Source: an optimization exercise on an open RTL-to-GDS flow (aim: small area). Production flows keep margins and buffers that such runs may drop. In this exercise RTL edits were held to simulation tests only and were not proved equivalent to the original. The flow treats the clock pin as an ideal source, which a real chip does not have. Power figures rest on the tool's default switching activity, not on a simulated workload.

`design/flow/design.v`:
```
module fir_filter(
    input              clk,
    input              n_rst,
    input  signed [7:0] din,
    output reg signed [7:0] dout
);
reg [7:0] d0;
reg [7:0] d1;
reg [7:0] d2;
reg [7:0] d3;
reg [7:0] d4;
reg [7:0] d5;
reg [7:0] d6;
reg [7:0] d7;
reg [7:0] d8;
reg [7:0] d9;
reg [7:0] d10;
reg [7:0] d11;
reg [7:0] d12;
reg [7:0] d13;
reg [16:0] m;
wire n1, n2, n3, n4, n5, n6, n7, n8, n9, n10, n11, n12, n13, n14, n15, n16, n17, n18, n19, n20, n21, n22, n23, n24, n25, n26, n27, n28, n29, n30, n31, n32, n33, n34, n35, n36, n37, n38, n39, n40, n41, n42, n43, n44, n45, n46, n47, n48, n49, n50, n51, n52, n53, n54, n55, n56, n57, n58, n59, n60, n61, n62, n63, n64, n65, n66, n67, n68, n69, n70, n71, n72, n73, n74, n75, n76, n77, n78, n79, n80, n81, n82, n83, n84, n85, n86, n87, n88, n89, n90, n91, n92, n93, n94, n95, n96, n97, n98, n99, n100, n101, n102, n103, n104, n105, n106, n107, n108, n109, n110, n111, n112, n113, n114, n115, n116, n117, n118, n119, n120, n121, n122, n123, n124, n125, n126, n127, n128, n129, n130, n131, n132, n133, n134, n135, n136, n137, n138, n139, n140, n141, n142, n143, n144, n145, n146, n147, n148, n149, n150, n151, n152, n153, n154, n155, n156, n157, n158, n159, n160, n161, n162, n163, n164, n165, n166, n167, n168, n169, n170, n171, n172, n173, n174, n175, n176, n177, n178, n179, n180, n181, n182, n183, n184, n185, n186, n187, n188, n189, n190, n191, n192, n193, n194, n195, n196, n197, n198, n199, n200, n201, n202, n203, n204, n205, n206, n207, n208, n209, n210, n211, n212, n213, n214, n215, n216, n217, n218, n219, n220, n221, n222, n223, n224, n225, n226, n227, n228, n229, n230, n231, n232, n233, n234, n235, n236, n237, n238, n239, n240, n241, n242, n243, n244, n245, n246, n247, n248, n249, n250, n251, n252, n253, n254, n255, n256, n257, n258, n259, n260, n261, n262, n263, n264, n265, n266, n267, n268, n269, n270, n271, n272, n273, n274, n275, n276, n277, n278, n279, n280, n281, n282, n283, n284, n285, n286, n287, n288, n289, n290, n291, n292, n293, n294, n295, n296, n297, n298, n299, n300, n301, n302, n303, n304, n305, n306, n307, n308, n309, n310, n311, n312, n313, n314, n315, n316, n317, n318, n319, n320, n321, n322, n323, n324, n325, n326, n327, n328, n329, n330, n331, n332, n333, n334, n335, n336, n337, n338, n339, n341, n343, n345, n347, n349, n351, n353, n355, n357, n358, n359, n360, n361, n362, n363, n364, n365, n366, n367, n368, n369, n370, n371, n372, n373, n374, n375, n376, n377, n378, n379, n380, n381, n382, n383;
assign n1 = d1[0] ^ d13[0];
assign n2 = d1[0] & d13[0];
assign n3 = d1[1] ^ d13[1] ^ n2;
assign n4 = (d1[1] & d13[1]) | (n2 & (d1[1] ^ d13[1]));
assign n5 = d1[2] ^ d13[2] ^ n4;
assign n6 = (d1[2] & d13[2]) | (n4 & (d1[2] ^ d13[2]));
assign n7 = d1[3] ^ d13[3] ^ n6;
assign n8 = (d1[3] & d13[3]) | (n6 & (d1[3] ^ d13[3]));
assign n9 = d1[4] ^ d13[4] ^ n8;
assign n10 = (d1[4] & d13[4]) | (n8 & (d1[4] ^ d13[4]));
assign n11 = d1[5] ^ d13[5] ^ n10;
assign n12 = (d1[5] & d13[5]) | (n10 & (d1[5] ^ d13[5]));
assign n13 = d1[6] ^ d13[6] ^ n12;
assign n14 = (d1[6] & d13[6]) | (n12 & (d1[6] ^ d13[6]));
assign n15 = d1[7] ^ d13[7] ^ n14;
assign n16 = (d1[7] & d13[7]) | (n14 & (d1[7] ^ d13[7]));
assign n17 = ~(d2[0] ^ d12[0]);
assign n18 = d2[0] | d12[0];
assign n19 = d2[1] ^ d12[1] ^ n18;
assign n20 = (d2[1] & d12[1]) | (n18 & (d2[1] ^ d12[1]));
assign n21 = d2[2] ^ d12[2] ^ n20;
assign n22 = (d2[2] & d12[2]) | (n20 & (d2[2] ^ d12[2]));
assign n23 = d2[3] ^ d12[3] ^ n22;
assign n24 = (d2[3] & d12[3]) | (n22 & (d2[3] ^ d12[3]));
assign n25 = d2[4] ^ d12[4] ^ n24;
assign n26 = (d2[4] & d12[4]) | (n24 & (d2[4] ^ d12[4]));
assign n27 = d2[5] ^ d12[5] ^ n26;
assign n28 = (d2[5] & d12[5]) | (n26 & (d2[5] ^ d12[5]));
assign n29 = d2[6] ^ d12[6] ^ n28;
assign n30 = (d2[6] & d12[6]) | (n28 & (d2[6] ^ d12[6]));
assign n31 = d2[7] ^ d12[7] ^ n30;
assign n32 = (d2[7] & d12[7]) | (n30 & (d2[7] ^ d12[7]));
assign n33 = d4[0] ^ d10[0];
assign n34 = d4[0] & d10[0];
assign n35 = d4[1] ^ d10[1] ^ n34;
assign n36 = (d4[1] & d10[1]) | (n34 & (d4[1] ^ d10[1]));
assign n37 = d4[2] ^ d10[2] ^ n36;
assign n38 = (d4[2] & d10[2]) | (n36 & (d4[2] ^ d10[2]));
assign n39 = d4[3] ^ d10[3] ^ n38;
assign n40 = (d4[3] & d10[3]) | (n38 & (d4[3] ^ d10[3]));
assign n41 = d4[4] ^ d10[4] ^ n40;
assign n42 = (d4[4] & d10[4]) | (n40 & (d4[4] ^ d10[4]));
assign n43 = d4[5] ^ d10[5] ^ n42;
assign n44 = (d4[5] & d10[5]) | (n42 & (d4[5] ^ d10[5]));
assign n45 = d4[6] ^ d10[6] ^ n44;
assign n46 = (d4[6] & d10[6]) | (n44 & (d4[6] ^ d10[6]));
assign n47 = d4[7] ^ d10[7] ^ n46;
assign n48 = (d4[7] & d10[7]) | (n46 & (d4[7] ^ d10[7]));
assign n49 = ~(d5[0] ^ d9[0]);
assign n50 = d5[0] | d9[0];
assign n51 = d5[1] ^ d9[1] ^ n50;
assign n52 = (d5[1] & d9[1]) | (n50 & (d5[1] ^ d9[1]));
assign n53 = d5[2] ^ d9[2] ^ n52;
assign n54 = (d5[2] & d9[2]) | (n52 & (d5[2] ^ d9[2]));
assign n55 = d5[3] ^ d9[3] ^ n54;
assign n56 = (d5[3] & d9[3]) | (n54 & (d5[3] ^ d9[3]));
assign n57 = d5[4] ^ d9[4] ^ n56;
assign n58 = (d5[4] & d9[4]) | (n56 & (d5[4] ^ d9[4]));
assign n59 = d5[5] ^ d9[5] ^ n58;
assign n60 = (d5[5] & d9[5]) | (n58 & (d5[5] ^ d9[5]));
assign n61 = d5[6] ^ d9[6] ^ n60;
assign n62 = (d5[6] & d9[6]) | (n60 & (d5[6] ^ d9[6]));
assign n63 = d5[7] ^ d9[7] ^ n62;
assign n64 = (d5[7] & d9[7]) | (n62 & (d5[7] ^ d9[7]));
assign n65 = d6[0] ^ d8[0];
assign n66 = d6[0] & d8[0];
assign n67 = d6[1] ^ d8[1] ^ n66;
assign n68 = (d6[1] & d8[1]) | (n66 & (d6[1] ^ d8[1]));
assign n69 = d6[2] ^ d8[2] ^ n68;
assign n70 = (d6[2] & d8[2]) | (n68 & (d6[2] ^ d8[2]));
assign n71 = d6[3] ^ d8[3] ^ n70;
assign n72 = (d6[3] & d8[3]) | (n70 & (d6[3] ^ d8[3]));
assign n73 = d6[4] ^ d8[4] ^ n72;
assign n74 = (d6[4] & d8[4]) | (n72 & (d6[4] ^ d8[4]));
assign n75 = d6[5] ^ d8[5] ^ n74;
assign n76 = (d6[5] & d8[5]) | (n74 & (d6[5] ^ d8[5]));
assign n77 = d6[6] ^ d8[6] ^ n76;
assign n78 = (d6[6] & d8[6]) | (n76 & (d6[6] ^ d8[6]));
assign n79 = d6[7] ^ d8[7] ^ n78;
assign n80 = (d6[7] & d8[7]) | (n78 & (d6[7] ^ d8[7]));
assign n81 = ~n1;
assign n82 = ~n3;
assign n83 = ~n5;
assign n84 = ~n7;
assign n85 = ~n9;
assign n86 = ~n11;
assign n87 = ~n13;
assign n88 = ~n15;
assign n89 = ~n16;
assign n90 = ~n17;
assign n91 = ~n19;
assign n92 = ~n21;
assign n93 = ~n23;
assign n94 = ~n25;
assign n95 = ~n27;
assign n96 = ~n29;
assign n97 = ~n31;
assign n98 = ~n32;
assign n99 = ~n65;
assign n100 = ~n67;
assign n101 = ~n69;
assign n102 = ~n71;
assign n103 = ~n73;
assign n104 = ~n75;
assign n105 = ~n77;
assign n106 = ~n79;
assign n107 = ~n80;
assign n108 = ~d7[0];
assign n109 = ~d7[1];
assign n110 = ~d7[2];
assign n111 = ~d7[3];
assign n112 = ~d7[4];
assign n113 = ~d7[5];
assign n114 = ~d7[6];
assign n115 = ~d7[7];
assign n116 = ~(n108 ^ n33);
assign n117 = n108 | n33;
assign n118 = ~(n109 ^ n65);
assign n119 = n109 | n65;
assign n120 = n117 ^ n118 ^ n35;
assign n121 = (n117 & n118) | (n35 & (n117 ^ n118));
assign n122 = n110 ^ n33 ^ n90;
assign n123 = (n110 & n33) | (n90 & (n110 ^ n33));
assign n124 = n119 ^ n67 ^ n122;
assign n125 = (n119 & n67) | (n122 & (n119 ^ n67));
assign n126 = n121 ^ n37 ^ n92;
assign n127 = (n121 & n37) | (n92 & (n121 ^ n37));
assign n128 = n111 ^ n81 ^ n35;
assign n129 = (n111 & n81) | (n35 & (n111 ^ n81));
assign n130 = n123 ^ n91 ^ n69;
assign n131 = (n123 & n91) | (n69 & (n123 ^ n91));
assign n132 = n128 ^ n125 ^ n39;
assign n133 = (n128 & n125) | (n39 & (n128 ^ n125));
assign n134 = n130 ^ n93 ^ n127;
assign n135 = (n130 & n93) | (n127 & (n130 ^ n93));
assign n136 = n112 ^ n49 ^ n90;
assign n137 = (n112 & n49) | (n90 & (n112 ^ n49));
assign n138 = n81 ^ n99 ^ n82;
assign n139 = (n81 & n99) | (n82 & (n81 ^ n99));
assign n140 = n136 ^ n129 ^ n37;
assign n141 = (n136 & n129) | (n37 & (n136 ^ n129));
assign n142 = n92 ^ n138 ^ n71;
assign n143 = (n92 & n138) | (n71 & (n92 ^ n138));
assign n144 = n131 ^ n140 ^ n41;
assign n145 = (n131 & n140) | (n41 & (n131 ^ n140));
assign n146 = n133 ^ n142 ^ n135;
assign n147 = (n133 & n142) | (n135 & (n133 ^ n142));
assign n148 = n94 ^ n144;
assign n149 = n94 & n144;
assign n150 = n113 ^ n33 ^ n51;
assign n151 = (n113 & n33) | (n51 & (n113 ^ n33));
assign n152 = n137 ^ n82 ^ n91;
assign n153 = (n137 & n82) | (n91 & (n137 ^ n82));
assign n154 = n100 ^ n150 ^ n83;
assign n155 = (n100 & n150) | (n83 & (n100 ^ n150));
assign n156 = n139 ^ n152 ^ n39;
assign n157 = (n139 & n152) | (n39 & (n139 ^ n152));
assign n158 = n141 ^ n93 ^ n154;
assign n159 = (n141 & n93) | (n154 & (n141 ^ n93));
assign n160 = n73 ^ n143 ^ n156;
assign n161 = (n73 & n143) | (n156 & (n73 ^ n143));
assign n162 = n158 ^ n43 ^ n145;
assign n163 = (n158 & n43) | (n145 & (n158 ^ n43));
assign n164 = n147 ^ n95 ^ n160;
assign n165 = (n147 & n95) | (n160 & (n147 ^ n95));
assign n166 = n149 ^ n162;
assign n167 = n149 & n162;
assign n168 = n114 ^ n49 ^ n35;
assign n169 = (n114 & n49) | (n35 & (n114 ^ n49));
assign n170 = n151 ^ n53 ^ n168;
assign n171 = (n151 & n53) | (n168 & (n151 ^ n53));
assign n172 = n83 ^ n92 ^ n101;
assign n173 = (n83 & n92) | (n101 & (n83 ^ n92));
assign n174 = n153 ^ n84 ^ n155;
assign n175 = (n153 & n84) | (n155 & (n153 ^ n84));
assign n176 = n170 ^ n172 ^ n41;
assign n177 = (n170 & n172) | (n41 & (n170 ^ n172));
assign n178 = n157 ^ n94 ^ n159;
assign n179 = (n157 & n94) | (n159 & (n157 ^ n94));
assign n180 = n174 ^ n75 ^ n161;
assign n181 = (n174 & n75) | (n161 & (n174 ^ n75));
assign n182 = n176 ^ n178 ^ n45;
assign n183 = (n176 & n178) | (n45 & (n176 ^ n178));
assign n184 = n163 ^ n96 ^ n165;
assign n185 = (n163 & n96) | (n165 & (n163 ^ n96));
assign n186 = n180 ^ n167 ^ n182;
assign n187 = (n180 & n167) | (n182 & (n180 ^ n167));
assign n188 = ~(d7[0] ^ n115);
assign n189 = d7[0] | n115;
assign n190 = n65 ^ n188 ^ n51;
assign n191 = (n65 & n188) | (n51 & (n65 ^ n188));
assign n192 = n169 ^ n37 ^ n190;
assign n193 = (n169 & n37) | (n190 & (n169 ^ n37));
assign n194 = n55 ^ n171 ^ n84;
assign n195 = (n55 & n171) | (n84 & (n55 ^ n171));
assign n196 = n93 ^ n102 ^ n173;
assign n197 = (n93 & n102) | (n173 & (n93 ^ n102));
assign n198 = n192 ^ n175 ^ n85;
assign n199 = (n192 & n175) | (n85 & (n192 ^ n175));
assign n200 = n194 ^ n196 ^ n43;
assign n201 = (n194 & n196) | (n43 & (n194 ^ n196));
assign n202 = n177 ^ n95 ^ n179;
assign n203 = (n177 & n95) | (n179 & (n177 ^ n95));
assign n204 = n198 ^ n77 ^ n181;
assign n205 = (n198 & n77) | (n181 & (n198 ^ n77));
assign n206 = n200 ^ n202 ^ n47;
assign n207 = (n200 & n202) | (n47 & (n200 ^ n202));
assign n208 = n183 ^ n97 ^ n185;
assign n209 = (n183 & n97) | (n185 & (n183 ^ n97));
assign n210 = n204 ^ n187 ^ n206;
assign n211 = (n204 & n187) | (n206 & (n204 ^ n187));
assign n212 = ~(d7[1] ^ n189);
assign n213 = d7[1] | n189;
assign n214 = n212 ^ n67 ^ n191;
assign n215 = (n212 & n67) | (n191 & (n212 ^ n67));
assign n216 = n53 ^ n39 ^ n214;
assign n217 = (n53 & n39) | (n214 & (n53 ^ n39));
assign n218 = n193 ^ n57 ^ n195;
assign n219 = (n193 & n57) | (n195 & (n193 ^ n57));
assign n220 = n197 ^ n85 ^ n94;
assign n221 = (n197 & n85) | (n94 & (n197 ^ n85));
assign n222 = n103 ^ n216 ^ n86;
assign n223 = (n103 & n216) | (n86 & (n103 ^ n216));
assign n224 = n199 ^ n218 ^ n220;
assign n225 = (n199 & n218) | (n220 & (n199 ^ n218));
assign n226 = n45 ^ n201 ^ n96;
assign n227 = (n45 & n201) | (n96 & (n45 ^ n201));
assign n228 = n203 ^ n222 ^ n224;
assign n229 = (n203 & n222) | (n224 & (n203 ^ n222));
assign n230 = n48 ^ n79 ^ n98;
assign n231 = (n48 & n79) | (n98 & (n48 ^ n79));
assign n232 = n205 ^ n226 ^ n228;
assign n233 = (n205 & n226) | (n228 & (n205 ^ n226));
assign n234 = n207 ^ n230 ^ n209;
assign n235 = (n207 & n230) | (n209 & (n207 ^ n230));
assign n236 = n232 ^ n211;
assign n237 = n232 & n211;
assign n238 = ~(d7[2] ^ n213);
assign n239 = d7[2] | n213;
assign n240 = n238 ^ n69 ^ n215;
assign n241 = (n238 & n69) | (n215 & (n238 ^ n69));
assign n242 = n55 ^ n41 ^ n217;
assign n243 = (n55 & n41) | (n217 & (n55 ^ n41));
assign n244 = n240 ^ n59 ^ n219;
assign n245 = (n240 & n59) | (n219 & (n240 ^ n59));
assign n246 = n86 ^ n95 ^ n104;
assign n247 = (n86 & n95) | (n104 & (n86 ^ n95));
assign n248 = n221 ^ n242 ^ n87;
assign n249 = (n221 & n242) | (n87 & (n221 ^ n242));
assign n250 = n223 ^ n244 ^ n225;
assign n251 = (n223 & n244) | (n225 & (n223 ^ n244));
assign n252 = n246 ^ n80 ^ n47;
assign n253 = (n246 & n80) | (n47 & (n246 ^ n80));
assign n254 = n97 ^ n227 ^ n248;
assign n255 = (n97 & n227) | (n248 & (n97 ^ n227));
assign n256 = n229 ^ n250 ^ n231;
assign n257 = (n229 & n250) | (n231 & (n229 ^ n250));
assign n258 = n252 ^ n254 ^ n233;
assign n259 = (n252 & n254) | (n233 & (n252 ^ n254));
assign n260 = n256 ^ n235 ^ n237;
assign n261 = (n256 & n235) | (n237 & (n256 ^ n235));
assign n262 = d7[3] ^ n239 ^ n71;
assign n263 = (d7[3] & n239) | (n71 & (d7[3] ^ n239));
assign n264 = n241 ^ n57 ^ n262;
assign n265 = (n241 & n57) | (n262 & (n241 ^ n57));
assign n266 = n43 ^ n243 ^ n264;
assign n267 = (n43 & n243) | (n264 & (n43 ^ n243));
assign n268 = n61 ^ n245 ^ n87;
assign n269 = (n61 & n245) | (n87 & (n61 ^ n245));
assign n270 = n96 ^ n105 ^ n247;
assign n271 = (n96 & n105) | (n247 & (n96 ^ n105));
assign n272 = n266 ^ n48 ^ n98;
assign n273 = (n266 & n48) | (n98 & (n266 ^ n48));
assign n274 = n88 ^ n249 ^ n251;
assign n275 = (n88 & n249) | (n251 & (n88 ^ n249));
assign n276 = n268 ^ n270 ^ n253;
assign n277 = (n268 & n270) | (n253 & (n268 ^ n270));
assign n278 = n272 ^ n255 ^ n274;
assign n279 = (n272 & n255) | (n274 & (n272 ^ n255));
assign n280 = n257 ^ n276 ^ n278;
assign n281 = (n257 & n276) | (n278 & (n257 ^ n276));
assign n282 = n259 ^ n261;
assign n283 = n259 & n261;
assign n284 = ~(d7[4] ^ n73);
assign n285 = d7[4] | n73;
assign n286 = n263 ^ n284 ^ n59;
assign n287 = (n263 & n284) | (n59 & (n263 ^ n284));
assign n288 = n265 ^ n45 ^ n286;
assign n289 = (n265 & n45) | (n286 & (n265 ^ n45));
assign n290 = n267 ^ n63 ^ n89;
assign n291 = (n267 & n63) | (n89 & (n267 ^ n63));
assign n292 = n88 ^ n97 ^ n106;
assign n293 = (n88 & n97) | (n106 & (n88 ^ n97));
assign n294 = n269 ^ n271 ^ n288;
assign n295 = (n269 & n271) | (n288 & (n269 ^ n271));
assign n296 = n273 ^ n290 ^ n275;
assign n297 = (n273 & n290) | (n275 & (n273 ^ n290));
assign n298 = n292 ^ n294 ^ n277;
assign n299 = (n292 & n294) | (n277 & (n292 ^ n294));
assign n300 = n296 ^ n279 ^ n298;
assign n301 = (n296 & n279) | (n298 & (n296 ^ n279));
assign n302 = n281 ^ n283;
assign n303 = n281 & n283;
assign n304 = d7[5] ^ n285 ^ n75;
assign n305 = (d7[5] & n285) | (n75 & (d7[5] ^ n285));
assign n306 = n61 ^ n287 ^ n304;
assign n307 = (n61 & n287) | (n304 & (n61 ^ n287));
assign n308 = n64 ^ n47 ^ n89;
assign n309 = (n64 & n47) | (n89 & (n64 ^ n47));
assign n310 = n98 ^ n107 ^ n289;
assign n311 = (n98 & n107) | (n289 & (n98 ^ n107));
assign n312 = n306 ^ n291 ^ n293;
assign n313 = (n306 & n291) | (n293 & (n306 ^ n291));
assign n314 = n308 ^ n295 ^ n310;
assign n315 = (n308 & n295) | (n310 & (n308 ^ n295));
assign n316 = n312 ^ n297 ^ n314;
assign n317 = (n312 & n297) | (n314 & (n312 ^ n297));
assign n318 = n299 ^ n316 ^ n301;
assign n319 = (n299 & n316) | (n301 & (n299 ^ n316));
assign n320 = d7[6] ^ n77 ^ n305;
assign n321 = (d7[6] & n77) | (n305 & (d7[6] ^ n77));
assign n322 = n48 ^ n63 ^ n307;
assign n323 = (n48 & n63) | (n307 & (n48 ^ n63));
assign n324 = n320 ^ n309 ^ n311;
assign n325 = (n320 & n309) | (n311 & (n320 ^ n309));
assign n326 = n322 ^ n313 ^ n324;
assign n327 = (n322 & n313) | (n324 & (n322 ^ n313));
assign n328 = n315 ^ n317 ^ n326;
assign n329 = (n315 & n317) | (n326 & (n315 ^ n317));
assign n330 = d7[7] ^ n64 ^ n79;
assign n331 = (d7[7] & n64) | (n79 & (d7[7] ^ n64));
assign n332 = n321 ^ n323 ^ n330;
assign n333 = (n321 & n323) | (n330 & (n321 ^ n323));
assign n334 = n325 ^ n332 ^ n327;
assign n335 = (n325 & n332) | (n327 & (n325 ^ n332));
assign n336 = ~(n80 ^ n331);
assign n337 = n80 | n331;
assign n338 = n336 ^ n333;
assign n339 = n336 & n333;
assign n341 = n90 & n116;
assign n343 = (n341 & n91) | (n120 & (n341 ^ n91));
assign n345 = (n124 & n343) | (n126 & (n124 ^ n343));
assign n347 = (n132 & n134) | (n345 & (n132 ^ n134));
assign n349 = (n146 & n347) | (n148 & (n146 ^ n347));
assign n351 = (n164 & n166) | (n349 & (n164 ^ n166));
assign n353 = (n184 & n351) | (n186 & (n184 ^ n351));
assign n355 = (n208 & n210) | (n353 & (n208 ^ n210));
assign n357 = (n234 & n236) | (n355 & (n234 ^ n236));
assign n358 = m[0] ^ m[1] ^ m[2];
assign n359 = (m[0] & m[1]) | (m[2] & (m[0] ^ m[1]));
assign n360 = m[3] ^ m[4] ^ n359;
assign n361 = (m[3] & m[4]) | (n359 & (m[3] ^ m[4]));
assign n362 = m[5] ^ m[6] ^ n361;
assign n363 = (m[5] & m[6]) | (n361 & (m[5] ^ m[6]));
assign n364 = m[7] ^ m[8] ^ n363;
assign n365 = (m[7] & m[8]) | (n363 & (m[7] ^ m[8]));
assign n366 = m[9] ^ m[10] ^ n365;
assign n367 = (m[9] & m[10]) | (n365 & (m[9] ^ m[10]));
assign n368 = m[11] ^ m[12] ^ n367;
assign n369 = (m[11] & m[12]) | (n367 & (m[11] ^ m[12]));
assign n370 = m[13] ^ m[14] ^ n369;
assign n371 = (m[13] & m[14]) | (n369 & (m[13] ^ m[14]));
assign n372 = m[15] ^ m[16] ^ n371;
assign n373 = (m[15] & m[16]) | (n371 & (m[15] ^ m[16]));
assign n374 = ~n373;
assign n375 = n374 ^ n372;
assign n376 = n375 ? n372 : n360;
assign n377 = n375 ? n372 : n362;
assign n378 = n375 ? n372 : n364;
assign n379 = n375 ? n372 : n366;
assign n380 = n375 ? n372 : n368;
assign n381 = n375 ? n372 : n370;
assign n382 = n375 | n358;
assign n383 = ~din[7];
always @(posedge clk or negedge n_rst) begin
    if (!n_rst) begin
        d0 <= 8'h80;
        d1 <= 8'h80;
        d2 <= 8'h80;
        d3 <= 8'h80;
        d4 <= 8'h80;
        d5 <= 8'h80;
        d6 <= 8'h80;
        d7 <= 8'h80;
        d8 <= 8'h80;
        d9 <= 8'h80;
        d10 <= 8'h80;
        d11 <= 8'h80;
        d12 <= 8'h80;
        d13 <= 8'h80;
        m <= 17'h18000;
        dout <= 8'sd0;
    end else begin
        d0[0] <= din[0];
        d0[1] <= din[1];
        d0[2] <= din[2];
        d0[3] <= din[3];
        d0[4] <= din[4];
        d0[5] <= din[5];
        d0[6] <= din[6];
        d0[7] <= n383;
        d1[0] <= d0[0];
        d1[1] <= d0[1];
        d1[2] <= d0[2];
        d1[3] <= d0[3];
        d1[4] <= d0[4];
        d1[5] <= d0[5];
        d1[6] <= d0[6];
        d1[7] <= d0[7];
        d2[0] <= d1[0];
        d2[1] <= d1[1];
        d2[2] <= d1[2];
        d2[3] <= d1[3];
        d2[4] <= d1[4];
        d2[5] <= d1[5];
        d2[6] <= d1[6];
        d2[7] <= d1[7];
        d3[0] <= d2[0];
        d3[1] <= d2[1];
        d3[2] <= d2[2];
        d3[3] <= d2[3];
        d3[4] <= d2[4];
        d3[5] <= d2[5];
        d3[6] <= d2[6];
        d3[7] <= d2[7];
        d4[0] <= d3[0];
        d4[1] <= d3[1];
        d4[2] <= d3[2];
        d4[3] <= d3[3];
        d4[4] <= d3[4];
        d4[5] <= d3[5];
        d4[6] <= d3[6];
        d4[7] <= d3[7];
        d5[0] <= d4[0];
        d5[1] <= d4[1];
        d5[2] <= d4[2];
        d5[3] <= d4[3];
        d5[4] <= d4[4];
        d5[5] <= d4[5];
        d5[6] <= d4[6];
        d5[7] <= d4[7];
        d6[0] <= d5[0];
        d6[1] <= d5[1];
        d6[2] <= d5[2];
        d6[3] <= d5[3];
        d6[4] <= d5[4];
        d6[5] <= d5[5];
        d6[6] <= d5[6];
        d6[7] <= d5[7];
        d7[0] <= d6[0];
        d7[1] <= d6[1];
        d7[2] <= d6[2];
        d7[3] <= d6[3];
        d7[4] <= d6[4];
        d7[5] <= d6[5];
        d7[6] <= d6[6];
        d7[7] <= d6[7];
        d8[0] <= d7[0];
        d8[1] <= d7[1];
        d8[2] <= d7[2];
        d8[3] <= d7[3];
        d8[4] <= d7[4];
        d8[5] <= d7[5];
        d8[6] <= d7[6];
        d8[7] <= d7[7];
        d9[0] <= d8[0];
        d9[1] <= d8[1];
        d9[2] <= d8[2];
        d9[3] <= d8[3];
        d9[4] <= d8[4];
        d9[5] <= d8[5];
        d9[6] <= d8[6];
        d9[7] <= d8[7];
        d10[0] <= d9[0];
        d10[1] <= d9[1];
        d10[2] <= d9[2];
        d10[3] <= d9[3];
        d10[4] <= d9[4];
        d10[5] <= d9[5];
        d10[6] <= d9[6];
        d10[7] <= d9[7];
        d11[0] <= d10[0];
        d11[1] <= d10[1];
        d11[2] <= d10[2];
        d11[3] <= d10[3];
        d11[4] <= d10[4];
        d11[5] <= d10[5];
        d11[6] <= d10[6];
        d11[7] <= d10[7];
        d12[0] <= d11[0];
        d12[1] <= d11[1];
        d12[2] <= d11[2];
        d12[3] <= d11[3];
        d12[4] <= d11[4];
        d12[5] <= d11[5];
        d12[6] <= d11[6];
        d12[7] <= d11[7];
        d13[0] <= d12[0];
        d13[1] <= d12[1];
        d13[2] <= d12[2];
        d13[3] <= d12[3];
        d13[4] <= d12[4];
        d13[5] <= d12[5];
        d13[6] <= d12[6];
        d13[7] <= d12[7];
        m[0] <= n258;
        m[1] <= n260;
        m[2] <= n357;
        m[3] <= n280;
        m[4] <= n282;
        m[5] <= n300;
        m[6] <= n302;
        m[7] <= n303;
        m[8] <= n318;
        m[9] <= n328;
        m[10] <= n319;
        m[11] <= n329;
        m[12] <= n334;
        m[13] <= n338;
        m[14] <= n335;
        m[15] <= n337;
        m[16] <= n339;
        dout[0] <= n382;
        dout[1] <= n376;
        dout[2] <= n377;
        dout[3] <= n378;
        dout[4] <= n379;
        dout[5] <= n380;
        dout[6] <= n381;
        dout[7] <= n374;
    end
end
endmodule
```
`design/flow/flow/run.sh`:
```
#!/bin/bash
# Own layout flow: the standard synthesis (unchanged) fixes the registers;
# its combinational logic is then replaced by the equivalent hand-built
# full-adder netlist from gen4.py, and the standard ORFS flow lays it out.
set -uo pipefail
HERE=$(pwd)
RES=$HERE/orfs/results/$FLOW_PLATFORM/fir_filter/base
bash standard.sh synth > synth_std.log 2>&1 || { echo "standard synthesis failed"; exit 1; }
cp $RES/1_2_yosys.v std_synth.v
python3 flow/gen4.py flow/spec.json gen_rtl.v own_net.v > gen.log 2>&1
if python3 flow/inject.py std_synth.v own_net.v injected.v > inject.log 2>&1; then
  cp injected.v $RES/1_2_yosys.v
  rm -f $RES/1_synth.odb $RES/1_synth.sdc
  bash standard.sh synth > synth_odb.log 2>&1 || { echo "odb from injected netlist failed"; exit 1; }
else
  echo "register mismatch, keeping the standard netlist" | tee -a inject.log
fi
# clock tree: no dummy balancing loads, small clock buffers
export CTS_ARGS="-sink_clustering_enable -repair_clock_nets -dont_use_dummy_load -root_buf sky130_fd_sc_hd__clkbuf_8 -buf_list sky130_fd_sc_hd__clkbuf_4"
export POST_CTS_TCL=$HERE/flow/post_cts.tcl
bash standard.sh > layout.log 2>&1
```
`design/flow/flow/gen4.py`:
```
#!/usr/bin/env python3
"""Generator for fir_filter (13-tap symmetric FIR, sky130hd).

Writes two files describing the same circuit:
  * rtl  : plain Verilog (registers + assign statements), the version's RTL
  * net  : the same logic as sky130_fd_sc_hd cells (full/half adders etc.)

Structure (two pipeline stages after the sample delay line):
  d0..d13 : sample delay line, d0 = newest sample. Bit 7 of every sample
            register holds the inverted sign bit, so sample value
            x = {~r[7], r[6:0]} - 128 (reset value of r[7] is 1 -> x = 0).
  stage 1 : S = sum c[k] * d[k+1] (k = 0..12) built as a carry-save tree of
            full adders; columns 0..8 are summed completely, columns 9..17
            are kept as (up to) two rows in registers ma / mb.
  stage 2 : dout <= sat((ma + mb) >> 0)  (the rows hold S[17:9])
"""
import sys, json

AREA = {"fa_1": 20.0192, "ha_1": 12.512, "maj3_1": 10.0096, "and2_1": 6.256,
        "xor2_1": 8.7584, "xnor2_1": 8.7584, "or2_1": 6.256, "inv_1": 3.7536,
        "mux2_1": 11.2608, "dfrtp_1": 25.024, "conb_1": 3.7536, "nor2_1": 3.7536,
        "nand2_1": 3.7536, "dfstp_1": 26.2752, "a21oi_1": 5.0048, "o21ai_0": 5.0048,
        "mux2i_1": 10.0096, "xnor3_1": 22.5216, "xor3_1": 23.7728}
DLY = {"fa_s": 0.45, "fa_c": 0.38, "ha_s": 0.28, "ha_c": 0.20, "g": 0.12, "x2": 0.25, "o2": 0.20}
W = 18
CLKQ = 0.35

class Bit:
    __slots__ = ("net", "neg", "t")
    def __init__(s, net, neg=False, t=CLKQ):
        s.net, s.neg, s.t = net, neg, t

# cell functions as verilog expressions (for the RTL)
FUN = {
    "fa_1":   {"SUM": "{A} ^ {B} ^ {CIN}", "COUT": "({A} & {B}) | ({CIN} & ({A} ^ {B}))"},
    "ha_1":   {"SUM": "{A} ^ {B}", "COUT": "{A} & {B}"},
    "maj3_1": {"X": "({A} & {B}) | ({C} & ({A} ^ {B}))"},
    "and2_1": {"X": "{A} & {B}"},
    "or2_1":  {"X": "{A} | {B}"},
    "xor2_1": {"X": "{A} ^ {B}"},
    "xnor2_1": {"Y": "~({A} ^ {B})"},
    "inv_1":  {"Y": "~{A}"},
    "mux2_1": {"X": "{S} ? {A1} : {A0}"},
}
OUTS = {"SUM", "COUT", "X", "Y", "HI", "LO", "Q"}

class Builder:
    def __init__(s, spec):
        s.spec = spec
        s.cells = []
        s.n = 0
        s.K = 0
    def new(s):
        s.n += 1; return f"n{s.n}"
    def cell(s, typ, pins):
        s.cells.append([typ, pins])
    def fa(s, a, b, c):
        xs = [a, b, c]
        ks = [x for x in xs if x.net == "1'b1"]
        if ks:
            assert len(ks) == 1
            o = [x for x in xs if x.net != "1'b1"]
            return s.fa1(o[0], o[1])
        so, co = s.new(), s.new()
        s.cell("fa_1", {"A": a.net, "B": b.net, "CIN": c.net, "SUM": so, "COUT": co})
        t = max(a.t, b.t, c.t)
        return Bit(so, a.neg, t + DLY["fa_s"]), Bit(co, a.neg, t + DLY["fa_c"])
    def ha(s, a, b):
        if b.net == "1'b1": a, b = b, a
        if a.net == "1'b1":
            assert b.net != "1'b1"
            return s.inv(b), b
        so, co = s.new(), s.new()
        s.cell("ha_1", {"A": a.net, "B": b.net, "SUM": so, "COUT": co})
        t = max(a.t, b.t)
        return Bit(so, a.neg, t + DLY["ha_s"]), Bit(co, a.neg, t + DLY["ha_c"])
    def inv(s, a):
        y = s.new(); s.cell("inv_1", {"A": a.net, "Y": y})
        return Bit(y, a.neg, a.t + DLY["g"])
    def fa1(s, a, b):
        so, co = s.new(), s.new()
        s.cell("xnor2_1", {"A": a.net, "B": b.net, "Y": so})
        s.cell("or2_1", {"A": a.net, "B": b.net, "X": co})
        t = max(a.t, b.t)
        return Bit(so, False, t + DLY["x2"]), Bit(co, False, t + DLY["o2"])

    def ripple(s, bits_a, bits_b, lo, hi):
        """unsigned ripple add of positive bits in positions lo..hi (dicts pos->Bit);
        returns dict pos->Bit incl. carry at hi+1"""
        out = {}; c = None
        for p in range(lo, hi + 1):
            xs = [x for x in (bits_a.get(p), bits_b.get(p), c) if x is not None]
            if len(xs) == 3: sm, c = s.fa(*xs)
            elif len(xs) == 2: sm, c = s.ha(*xs)
            elif len(xs) == 1: sm, c = xs[0], None
            else: sm, c = None, None
            if sm is not None: out[p] = sm
        if c is not None: out[hi + 1] = c
        return out

    def ripple_cin(s, bits_a, bits_b, lo, hi):
        """ripple add with a carry-in of 1 at position lo"""
        out = {}; c = Bit("1'b1", False, 0.0)
        for p in range(lo, hi + 1):
            xs = [x for x in (bits_a.get(p), bits_b.get(p), c) if x is not None]
            if len(xs) == 3: sm, c = s.fa(*xs)
            elif len(xs) == 2: sm, c = s.ha(*xs)
            elif len(xs) == 1: sm, c = xs[0], None
            else: sm, c = None, None
            if sm is not None: out[p] = sm
        if c is not None: out[hi + 1] = c
        return out

    def column(s, p, cols, target):
        """reduce column p to `target` positive bits; carries to p+1"""
        col = cols.get(p, [])
        nxt = cols.setdefault(p + 1, [])
        while True:
            pos = sorted([b for b in col if not b.neg], key=lambda b: b.t)
            neg = sorted([b for b in col if b.neg], key=lambda b: b.t)
            if not neg and len(pos) <= target: break
            cand = []
            if len(neg) >= 3: cand.append((neg[2].t, "n"))
            if len(pos) >= 3 and (len(pos) + len(neg) > target + 1 or neg): cand.append((pos[2].t, "p"))
            if cand:
                cand.sort()
                grp = neg[:3] if cand[0][1] == "n" else pos[:3]
                for b in grp: col.remove(b)
                sm, cy = s.fa(*grp)
                col.append(sm); nxt.append(cy)
            elif neg:
                b = neg[0]; col.remove(b)
                nb = s.inv(b); nb.neg = False
                col.append(nb); s.K -= 1 << p
            elif len(pos) > target:
                if p in s.kbits:
                    s.kbits.discard(p)
                    sm, cy = s.fa1(pos[0], pos[1])
                else:
                    sm, cy = s.ha(pos[0], pos[1])
                col.remove(pos[0]); col.remove(pos[1]); col.append(sm); nxt.append(cy)
            else:
                break
        if p in s.kbits:
            s.kbits.discard(p)
            pos = sorted(col, key=lambda b: b.t)
            if s.spec.get("const_late") == 2:
                col.append(Bit("1'b1", False, 0.0))
            elif len(pos) == 0:
                col.append(Bit("1'b1", False, 0.0))
            elif len(pos) == 1:
                b = pos[0]; col.remove(b); col.append(s.inv(b)); nxt.append(b)
            else:
                sm, cy = s.fa1(pos[0], pos[1]); col.remove(pos[0]); col.remove(pos[1])
                col.append(sm); nxt.append(cy)
        cols[p] = col
        return col

    def build(s):
        spec = s.spec
        nodes = {}
        # sample j as unsigned {~s, x[6:0]}, value = u - 128
        for j in range(1, 14):
            nodes[f"x{j}"] = ({i: Bit(f"d{j}[{i}]") for i in range(8)}, -128)
        for name, (a, b), chunks, *popt in spec["pre"]:
            popt = popt[0] if popt else {}
            va, ka = nodes[a]; vb, kb = nodes[b]
            cins = popt.get("cin", [])   # chunk starts that take a carry-in of 1
            out = {}; extra = []
            lo = 0
            for hi in chunks:
                if lo in cins:
                    va = dict(va); va.setdefault(-1, None)
                    r = s.ripple_cin(va, vb, lo, hi)
                    ka -= 1 << lo
                else:
                    r = s.ripple(va, vb, lo, hi)
                for p, x in r.items():
                    if p in out: extra.append((p, x))
                    else: out[p] = x
                lo = hi + 1
            nodes[name] = (out, ka + kb, extra)
        cols = {}
        comp = {}
        def cbit(x):
            if x.net not in comp: comp[x.net] = s.inv(x)
            return comp[x.net]
        for nd, coef in spec["out"]:
            v = nodes[nd]
            vec, k = v[0], v[1]
            extra = v[2] if len(v) > 2 else []
            sh = abs(coef).bit_length() - 1
            assert abs(coef) == 1 << sh
            neg = coef < 0
            for p, x in list(vec.items()) + extra:
                if p + sh >= W: continue
                if neg:   # -b = ~b - 1
                    cols.setdefault(p + sh, []).append(cbit(x))
                    s.K -= 1 << (p + sh)
                else:
                    cols.setdefault(p + sh, []).append(x)
            s.K += coef * k
        # inversions of leftover negative bits (see column()) depend only on
        # the negative bit counts: account for them in K up front
        nn = {p: sum(1 for x in c if x.neg) for p, c in cols.items()}
        for p in range(W):
            n = nn.get(p, 0); f = 0
            while n >= 3: n -= 2; f += 1
            nn[p + 1] = nn.get(p + 1, 0) + f
            s.K -= n << p
        s.K %= 1 << W
        s.kbits = {p for p in range(W) if (s.K >> p) & 1}
        if not spec.get("const_late", False):
            for p in s.kbits:
                cols.setdefault(p, []).append(Bit("1'b1", False, 0.0))
            s.kbits = set()
        s.Kpre = s.K; s.K = 0; s.Kinv = sum(0 for _ in ())
        s.rows = {}
        for p in range(W):
            tgt = 1 if p == W - 1 else 2
            s.column(p, cols, tgt)
        cols.pop(W, None)
        # carry of the low columns 0..8 into column 9 (only the carry is used)
        for p in range(9):
            col = cols.get(p, [])
            while len(col) >= 2:
                col.sort(key=lambda b: b.t)
                if len(col) >= 3:
                    sm, cy = s.fa(col[0], col[1], col[2]); col = col[3:] + [sm]
                else:
                    sm, cy = s.ha(col[0], col[1]); col = [sm]
                cols.setdefault(p + 1, []).append(cy)
            cols[p] = col
        # stage-1 carry-propagate where the bits are early enough: each
        # column so resolved needs one register instead of two
        bud = spec.get("res_budget", 0.0)
        for p in range(9, W):
            col = sorted(cols.get(p, []), key=lambda b: b.t)
            while len(col) >= 2:
                if len(col) >= 3:
                    t = col[2].t + DLY["fa_s"]
                    if t > bud: break
                    sm, cy = s.fa(col[0], col[1], col[2]); col = col[3:]
                else:
                    t = col[1].t + DLY["ha_s"]
                    if t > bud: break
                    sm, cy = s.ha(col[0], col[1]); col = col[2:]
                col.append(sm); col.sort(key=lambda b: b.t)
                if p + 1 < W: cols.setdefault(p + 1, []).append(cy)
            cols[p] = col
        for p in range(9, W):
            s.rows[p] = cols[p]
        return s

def stage2(b):
    """mid registers -> ripple -> sat -> dout"""
    mid = []   # (regname, src Bit, col)
    rows = b.rows
    cnt = {}
    for p in range(9, W):
        for x in rows[p]:
            mid.append((None, x, p))
    k = 0
    for i, (nm, x, p) in enumerate(mid):
        if x.net != "1'b1":
            mid[i] = (f"m[{k}]", x, p); k += 1
    # stage 2 ripple over registered bits
    cols = {}
    for nm, x, p in mid:
        cols.setdefault(p, []).append(Bit("1'b1", False, 0.0) if x.net == "1'b1" else Bit(nm, False, CLKQ))
    C = sum(1 << p for nm, x, p in mid if x.net == "1'b1")
    mid = [m for m in mid if m[1].net != "1'b1"]
    # reset values of the mid registers: their weighted sum plus the
    # constants must be 0 mod 2^W (S = 0 while the state is cleared)
    T = (-C) % (1 << W)
    best = None
    n = len(mid)
    import itertools
    # greedy over columns with carry: choose per column how many bits are set
    bycol = {}
    for i, (nm, x, p) in enumerate(mid): bycol.setdefault(p, []).append(i)
    def dfs(p, carry, chosen):
        nonlocal best
        if p == W:
            if best is None or len(chosen) < len(best): best = list(chosen)
            return
        idx = bycol.get(p, [])
        for k in range(len(idx) + 1):
            tot = carry + k
            if (tot & 1) != ((T >> p) & 1): continue
            dfs(p + 1, tot >> 1, chosen + idx[:k])
    dfs(9, 0, [])
    assert best is not None, "no reset encoding"
    b.setregs = set(mid[i][0] for i in best)
    S = {}
    for p in range(9, W):
        col = cols.get(p, [])
        while len(col) >= 2:
            col.sort(key=lambda x: x.t)
            if len(col) >= 3:
                sm, cy = b.fa(col[0], col[1], col[2]); col = col[3:] + [sm]
            else:
                if p == W - 1 and "1'b1" in (col[0].net, col[1].net):
                    sm = b.inv([x for x in col if x.net != "1'b1"][0]); cy = None
                else:
                    sm, cy = b.ha(col[0], col[1])
                col = [sm]
            if p + 1 < W and cy is not None: cols.setdefault(p + 1, []).append(cy)
        if not col: raise RuntimeError("empty column")
        S[p] = col[0]
    sb = lambda p: S[p].net
    ovf = b.new(); b.cell("xor2_1", {"A": sb(17), "B": sb(16), "X": ovf})
    dn = [None] * 8
    dn[7] = sb(17)
    for i in range(1, 7):
        y = b.new(); b.cell("mux2_1", {"A0": sb(9 + i), "A1": sb(16), "S": ovf, "X": y}); dn[i] = y
    y = b.new(); b.cell("or2_1", {"A": ovf, "B": sb(9), "X": y}); dn[0] = y
    # registers: (cell, regbit name, D net, reset value)
    regs = []
    for j in range(14):
        for i in range(8):
            if j == 0:
                src = "din[7]" if i == 7 else f"din[{i}]"
            else:
                src = f"d{j-1}[{i}]"
            regs.append(("dfstp_1" if i == 7 else "dfrtp_1", f"d{j}[{i}]", src))
    for nm, x, p in mid:
        regs.append(("dfstp_1" if nm in b.setregs else "dfrtp_1", nm, x.net))
    for i in range(8):
        regs.append(("dfrtp_1", f"dout[{i}]", dn[i]))
    # din[7] must be inverted into d0[7]
    y = b.new(); b.cell("inv_1", {"A": "din[7]", "Y": y})
    regs = [(c, r, (y if r == "d0[7]" else d)) for c, r, d in regs]
    prune(b, set(r[2] for r in regs))
    return regs, mid

def prune(b, roots):
    changed = True
    while changed:
        changed = False
        used = set(roots)
        for typ, pins in b.cells:
            for p, n in pins.items():
                if p not in OUTS: used.add(n)
        new = []
        for c in b.cells:
            typ, pins = c
            outs = [p for p in pins if p in OUTS]
            live = [p for p in outs if pins[p] in used]
            if not live:
                changed = True; continue
            if typ == "fa_1" and live == ["COUT"]:
                c[0] = "maj3_1"; c[1] = {"A": pins["A"], "B": pins["B"], "C": pins["CIN"], "X": pins["COUT"]}; changed = True
            elif typ == "ha_1" and live == ["COUT"]:
                c[0] = "and2_1"; c[1] = {"A": pins["A"], "B": pins["B"], "X": pins["COUT"]}; changed = True
            elif typ == "ha_1" and live == ["SUM"]:
                c[0] = "xor2_1"; c[1] = {"A": pins["A"], "B": pins["B"], "X": pins["SUM"]}; changed = True
            elif typ == "xnor2_1" and False:
                pass
            new.append(c)
        b.cells = new

def regs_decl(regs):
    """group register bits by vector name -> width"""
    vec = {}
    for c, r, d in regs:
        nm, idx = r[:-1].split("[")
        vec.setdefault(nm, []).append(int(idx))
    return {k: max(v) + 1 for k, v in vec.items()}

def vnet(n):
    # nets named like d3[2], m0[4] are register outputs (vectors)
    return n

def write_rtl(b, regs, path, header):
    L = [header.rstrip(), "module fir_filter(",
         "    input              clk,",
         "    input              n_rst,",
         "    input  signed [7:0] din,",
         "    output reg signed [7:0] dout",
         ");", ""]
    vec = regs_decl(regs)
    for nm, w in vec.items():
        if nm == "dout": continue
        L.append(f"reg [{w-1}:0] {nm};")
    nets = sorted({n for typ, pins in b.cells for p, n in pins.items() if p in OUTS},
                  key=lambda n: int(n[1:]))
    L.append("wire " + ", ".join(nets) + ";")
    L.append("")
    for typ, pins in b.cells:
        for op, expr in FUN[typ].items():
            if op in pins:
                L.append(f"assign {pins[op]} = " + expr.format(**pins) + ";")
    L.append("")
    L.append("always @(posedge clk or negedge n_rst) begin")
    L.append("    if (!n_rst) begin")
    for nm, w in vec.items():
        rv = 0
        for c, r, d in regs:
            rn, idx = r[:-1].split("[")
            if rn == nm and c == "dfstp_1": rv |= 1 << int(idx)
        L.append(f"        {nm} <= {w}'h{rv:x};" if nm != "dout" else f"        dout <= 8'sd0;")
    L.append("    end else begin")
    for c, r, d in regs:
        L.append(f"        {r} <= {d};")
    L.append("    end")
    L.append("end")
    L.append("")
    L.append("endmodule")
    open(path, "w").write("\n".join(L) + "\n")

def esc(n):
    if "[" in n and not n.startswith(("din[", "dout[")):
        return "\\" + n + " "
    return n

def write_net(b, regs, path):
    L = ["module fir_filter(clk, n_rst, din, dout);",
         "  input clk;", "  input n_rst;", "  input [7:0] din;", "  output [7:0] dout;"]
    wires = set()
    for typ, pins in b.cells:
        wires |= set(pins.values())
    for c, r, d in regs: wires.add(r); wires.add(d)
    wires.discard("1'b1")
    for w in sorted(wires):
        if w.startswith(("din[", "dout[")): continue
        L.append(f"  wire {esc(w)};")
    for i, (typ, pins) in enumerate(b.cells):
        ps = ", ".join(f".{p}({esc(n)})" for p, n in pins.items())
        L.append(f"  sky130_fd_sc_hd__{typ} g{i} ({ps});")
    for c, r, d in regs:
        rst = "SET_B" if c == "dfstp_1" else "RESET_B"
        L.append(f"  sky130_fd_sc_hd__{c} \\{r}$_DFF_PN{'1' if c == 'dfstp_1' else '0'}_  (.CLK(clk), .D({esc(d)}), .Q({esc(r)}), .{rst}(n_rst));")
    L.append("endmodule")
    open(path, "w").write("\n".join(L) + "\n")

def area(b, regs):
    comb = sum(AREA[c[0]] for c in b.cells)
    return comb, comb + sum(AREA[r[0]] for r in regs)

if __name__ == "__main__":
    spec = json.load(open(sys.argv[1]))
    b = Builder(spec).build()
    regs, mid = stage2(b)
    from collections import Counter
    cnt = Counter(c[0] for c in b.cells)
    comb, tot = area(b, regs)
    print(f"regs {len(regs)} mid {len(mid)} comb {comb:.1f} total {tot:.1f} "
          f"mid_t {max(x.t for _, x, _ in mid):.2f}", dict(cnt), file=sys.stderr)
    if len(sys.argv) > 3:
        write_rtl(b, regs, sys.argv[2], open(sys.argv[4]).read() if len(sys.argv) > 4 else "")
        write_net(b, regs, sys.argv[3])
```
`design/flow/flow/inject.py`:
```
#!/usr/bin/env python3
"""Swap the combinational logic of the standard synthesis netlist for the
hand-built cell netlist made by gen4.py, keeping the standard synthesis's
registers: same instance names, same cell types, same count.

usage: inject.py STD_NETLIST OWN_NETLIST OUT_NETLIST
Exits non-zero (and writes nothing) if the registers do not match.
"""
import re, sys

FF = re.compile(r'^\s*sky130_fd_sc_hd__(df\w+)\s+\\(\S+)\$_DFF_(\w+)_\s*\(', re.M)

def regs(path):
    txt = open(path).read()
    out = {}
    for typ, bit, kind in FF.findall(txt):
        out[bit] = (typ, kind)
    return txt, out

std_txt, std = regs(sys.argv[1])
own_txt, own = regs(sys.argv[2])
base = lambda t: t.rsplit("_", 1)[0]
ok = True
if set(std) != set(own):
    print("register sets differ:", sorted(set(std) ^ set(own))[:20]); ok = False
for bit in set(std) & set(own):
    if base(std[bit][0]) != base(own[bit][0]) or std[bit][1] != own[bit][1]:
        print("register type differs:", bit, std[bit], own[bit]); ok = False
if not ok:
    sys.exit(1)

def fix(m):
    typ, bit, kind = m.group(1), m.group(2), m.group(3)
    styp, skind = std[bit]
    return m.group(0).replace("sky130_fd_sc_hd__" + typ, "sky130_fd_sc_hd__" + styp, 1)
out = FF.sub(fix, own_txt)
open(sys.argv[3], "w").write(out)
print(f"injected netlist with {len(std)} registers")
```
`design/flow/flow/post_cts.tcl`:
```
# After CTS: clock buffers (clkbuf_4) that drive many flip-flops are
# upsized to clkbuf_8 so that every flip-flop clock pin keeps a clean slew.
set upsized 0
foreach inst [get_cells -filter "ref_name == sky130_fd_sc_hd__clkbuf_4"] {
  set out [get_pins -of_objects $inst -filter "direction == output"]
  set net [get_nets -of_objects $out]
  if { $net == "" } { continue }
  set sinks [llength [get_pins -of_objects $net -filter "direction == input"]]
  if { $sinks >= 11 } {
    replace_cell $inst sky130_fd_sc_hd__clkbuf_8
    incr upsized
  }
}
puts "post_cts: upsized $upsized clock buffers"
if { $upsized > 0 } {
  detailed_placement
  check_placement -verbose
  estimate_parasitics -placement
}
```
`design/flow/flow/spec.json`:
```
{"pre": [["q0", ["x1", "x13"], [7]], ["q1", ["x2", "x12"], [7], {"cin": [0]}], ["q3", ["x4", "x10"], [7]], ["q4", ["x5", "x9"], [7], {"cin": [0]}], ["q5", ["x6", "x8"], [7]]], "out": [["q0", -16], ["q0", -8], ["q1", -16], ["q1", -4], ["q1", -1], ["q3", 32], ["q3", 4], ["q3", 1], ["q4", 64], ["q4", 16], ["q5", 128], ["q5", -16], ["q5", 2], ["x7", 128], ["x7", -1]]}
```
`design/flow/standard.sh`:
```
#!/bin/bash
# synth_recipe.tcl (not shown) runs the flow's synth.tcl, then flattens the netlist and writes it again
# the make line also repeats each setting of config.mk as NAME=value (left out here)
make -C /OpenROAD-flow-scripts/flow DESIGN_CONFIG=/design/flow/config.mk WORK_HOME=/design/flow/orfs CLKGATE_MAP_FILE= SYNTH_SCRIPT=/design/flow/synth_recipe.tcl "${@:-finish}"
```
`design/flow/config.mk`:
```
export PLATFORM = sky130hd
export DESIGN_NAME = fir_filter
export DESIGN_NICKNAME = fir_filter
export VERILOG_FILES = /design/flow/design.v
export SDC_FILE = /design/flow/constraint.sdc
export NUM_CORES = 4
export LEC_CHECK = 0
export CAP_MARGIN = 20
export CORE_MARGIN = 2
export CORE_UTILIZATION = 70
export SLEW_MARGIN = 20
```
`design/flow/constraint.sdc`:
```
create_clock -name core_clock -period 6.0 [get_ports {clk}]
set_input_delay 1.2000 -clock core_clock [delete_from_list [all_inputs] [get_ports {clk}]]
set_output_delay 1.2000 -clock core_clock [all_outputs]
set_load 0.01 [all_outputs]
```
==> impl_results.md <==
* Share of cells above drive strength 1 at 9.32%
* Skew final at 0.0259 ns
* ANT cells at 0
* First-pass GRT wire length at 18.0 mm
* Final period demand of the worst path at 5.82 ns
* Syn Nets at roughly 520
* Number of global-route vias before repair at 3,440
* Slew HR at 43.0%
* Setup violations, final at 0
* Pwr per Cell Area at 589 mW/mm^2
* WP data required at 6.26 ns
* Clock power share at between 10% and 20%
* Most used cell, CP: fa_1
* Worst EP arrival at 6.09 ns
* Avg Synthesized Cell Area at 19.0 sq um
* Gate power share at between 60% and 70%
* GRT Total Usage at 25.0%
* Initial Utilization at between 70% and 80%
* CTS clk-pin slew, worst paths at 0.08 ns
* Post-Syn Instances at 360
* Remaining global-route overflow at 0
* DIE AREA at between 0.01 and 0.015 sq mm
* Critical Path Fanout Max at 3
* Internal power at 0.00266 W
* Sum of negative setup slack at 0 ns
* Reg-to-reg startpoint: d10[0]
* DR vias/cell at between 5 and 6
* Post-DP HPWL at 9.12 mm
* Setup Crit Path Kind: flop to flop
* Fin cells at 530
* Mapped Area at 0.00685 sq mm
* Final Cycle Share at between 90 and 100%
* Unrepaired setup endpoints after global routing: no
* Worst-Margin Slew at ~0.85 ns
* CP peak stage delay at 0.59 ns
* Row cnt at 36
* Core Footprint at between 0.009 and 0.01 sq mm
* IO Pins at 18
* Routed vias at 2,815
* Hold Crit Start: d3[0]
* Min-delay worst type: flop to flop
* Placed cells at 513
* Routed wire per std cell at 20.6 um
* Die H at 103 um
* Sw power at around 0.0017 W
* CP Launch Point: d10[0]
* Maximum clock frequency at 172 MHz
* Worst-path cell chain: ha_1 > fa_1 > fa_1 > fa_1 > fa_1 > fa_1 > fa_1 > fa_1 > fa_1 > fa_1 > fa_1 > fa_1 > fa_1
* Drt drc at 0
* Ys Warns at 1
* Post-Place Setup Slack at 0.155 ns
* Fin nets at 560
* Run status: complete, no violations
* TritonCTS Sinks at 137
* Initial antenna violation count at 0
* CTS tree: yes
* Worst setup SP type: flop
* DR pass1 iterations at 4
* Drt total wl at 10.9 mm
* Worst skew pair latency at 0.41 ns
* Peak supply drop at approximately 440 uV
* IO Port Bufs at 17
* Seq pwr share at 27.7%
* Largest net degree at the start of global routing at 103
* Post-route setup slack at 0.175 ns
* P&R area growth vs syn at 7.58%
* Worst reg2reg setup slack at between 0.15 and 0.2 ns
* Max_cap viols at 0
* Die W at ~100 um
* Final antenna-violating net count at 0
* Final hold vios at 0
* Crit path capture type: flop
* FILL cells at 577
* Dpl cell area at slightly above 0.007 sq mm
* Final core utilization at between 70% and 80%
* Switching portion of total power at between 30% and 40%
* Starting DRT DRC Count at between 100 and 150
* Slowest cell on crit path: fa_1
* Slew Limit Fails at 0
* Routability cong. at 0.856
* P_leak at 3.14 nW
* Fin area at about 0.0074 sq mm
## registers in the layout, indices dropped and copies added, names as in the netlist
| register | count |
|---|---|
| d10 | 8 |
| d2 | 8 |
| d0 | 8 |
| d5 | 8 |
| d6 | 8 |
| d1 | 8 |
| d4 | 8 |
| m | 17 |
| d8 | 8 |
| dout | 8 |
| d13 | 8 |
| d11 | 8 |
| d7 | 8 |
| d9 | 8 |
| d3 | 8 |
| d12 | 8 |
## routing by layer
| layer | track usage (%) | share of wire (%) |
|---|---|---|
| met5 | 0 | 0 |
| met3 | 5.42 | 3.6 |
| met1 | 40.3 | 47 |
| met4 | 7.89 | 1.1 |
| met2 | 36.0 | 49 |
## cell type report
class	instances	area [sq um]	share of cell area (%)
Sequential cell	137	3450	46.8
Tap cell	133	166	2.26
Timing Repair Buffer	20	194	2.63
Multi-Input combinational cell	186	3260	44.3
Clock buffer	17	159	2.16
Inverter	37	139	1.89
## path summary, 6_finish.rpt
| path | end | depth (start not counted) |
|---|---|---|
| setup reg to reg | m[8] | 13 |
| min in group asynchronous | dout[2] | 1 |
| max in group asynchronous | d7[0] | 2 |
| hold reg to reg | d4[0] | 0 |
| hold / removal | d4[0] | 0 |
| setup / recovery | m[8] | 13 |
## through the flow
stage	hold slack (ns)	total power, W
global route	0.340	0.00491
finish	0.341	0.00433
detailed placement	0.335	0.00403
global placement	0.332	0.00392
floorplan	0.331	0.00330
## cell usage in the layout, fill, tap and decap left out
master and n:
and2_1 1, buf_4 3, buf_6 1, clkbuf_4 12, clkbuf_8 5, clkdlybuf4s50_1 16
dfrtp_1 121, dfstp_2 16, fa_1 142, ha_1 9, inv_1 37, maj3_1 8
mux2_1 6, or2_1 10, xnor2_1 9, xor2_1 1
## critical path, delay by kind of cell, from the launching register on
kind	cells	cell delay [ns]
adder cells (fa/ha/maj)	13	5.29
flip-flops	1	0.41
## power groups by stage
stage	clock (W)	sequential [W]	combinational [W]
floorplan	0	0.00122	0.00208
global placement	0	0.00122	0.00270
detailed placement	0	0.00122	0.00280
global route	0.000489	0.00122	0.00321
finish	0.000433	0.00120	0.00270

## what the ideal ports hide
How much do the figures lean on ideal ports? The routed layout below was timed once more, with nothing changed but the port constraints. Step 1 sets driving cells, clkbuf_16 on the clock port and buf_2 on the other inputs (assumed; they add their load-dependent delay and slew). Step 2 adds t to the input delays and takes it off the output delays; t is the mean of the earliest and latest rising clock arrival at the registers after step 1. Input paths then give back, and output paths get back, about the clock's delay inside the block. Slacks: ideal ports / drivers / drivers and shift; pairs: ideal ports / drivers.
shift t [ns]: 0.428
slack for setup (ns): 0.175 / 0.175 / 0.175
worst hold slack (ns): 0.341 / 0.341 / 0.341
worst register clock-pin slew, ns: 0.09 / 0.09
pins driven straight from the clock port: 1
After both steps setup and hold are still met in this run. The setup slack of this run moves by 0.000 ns with the drivers and by 0.000 ns with both steps.
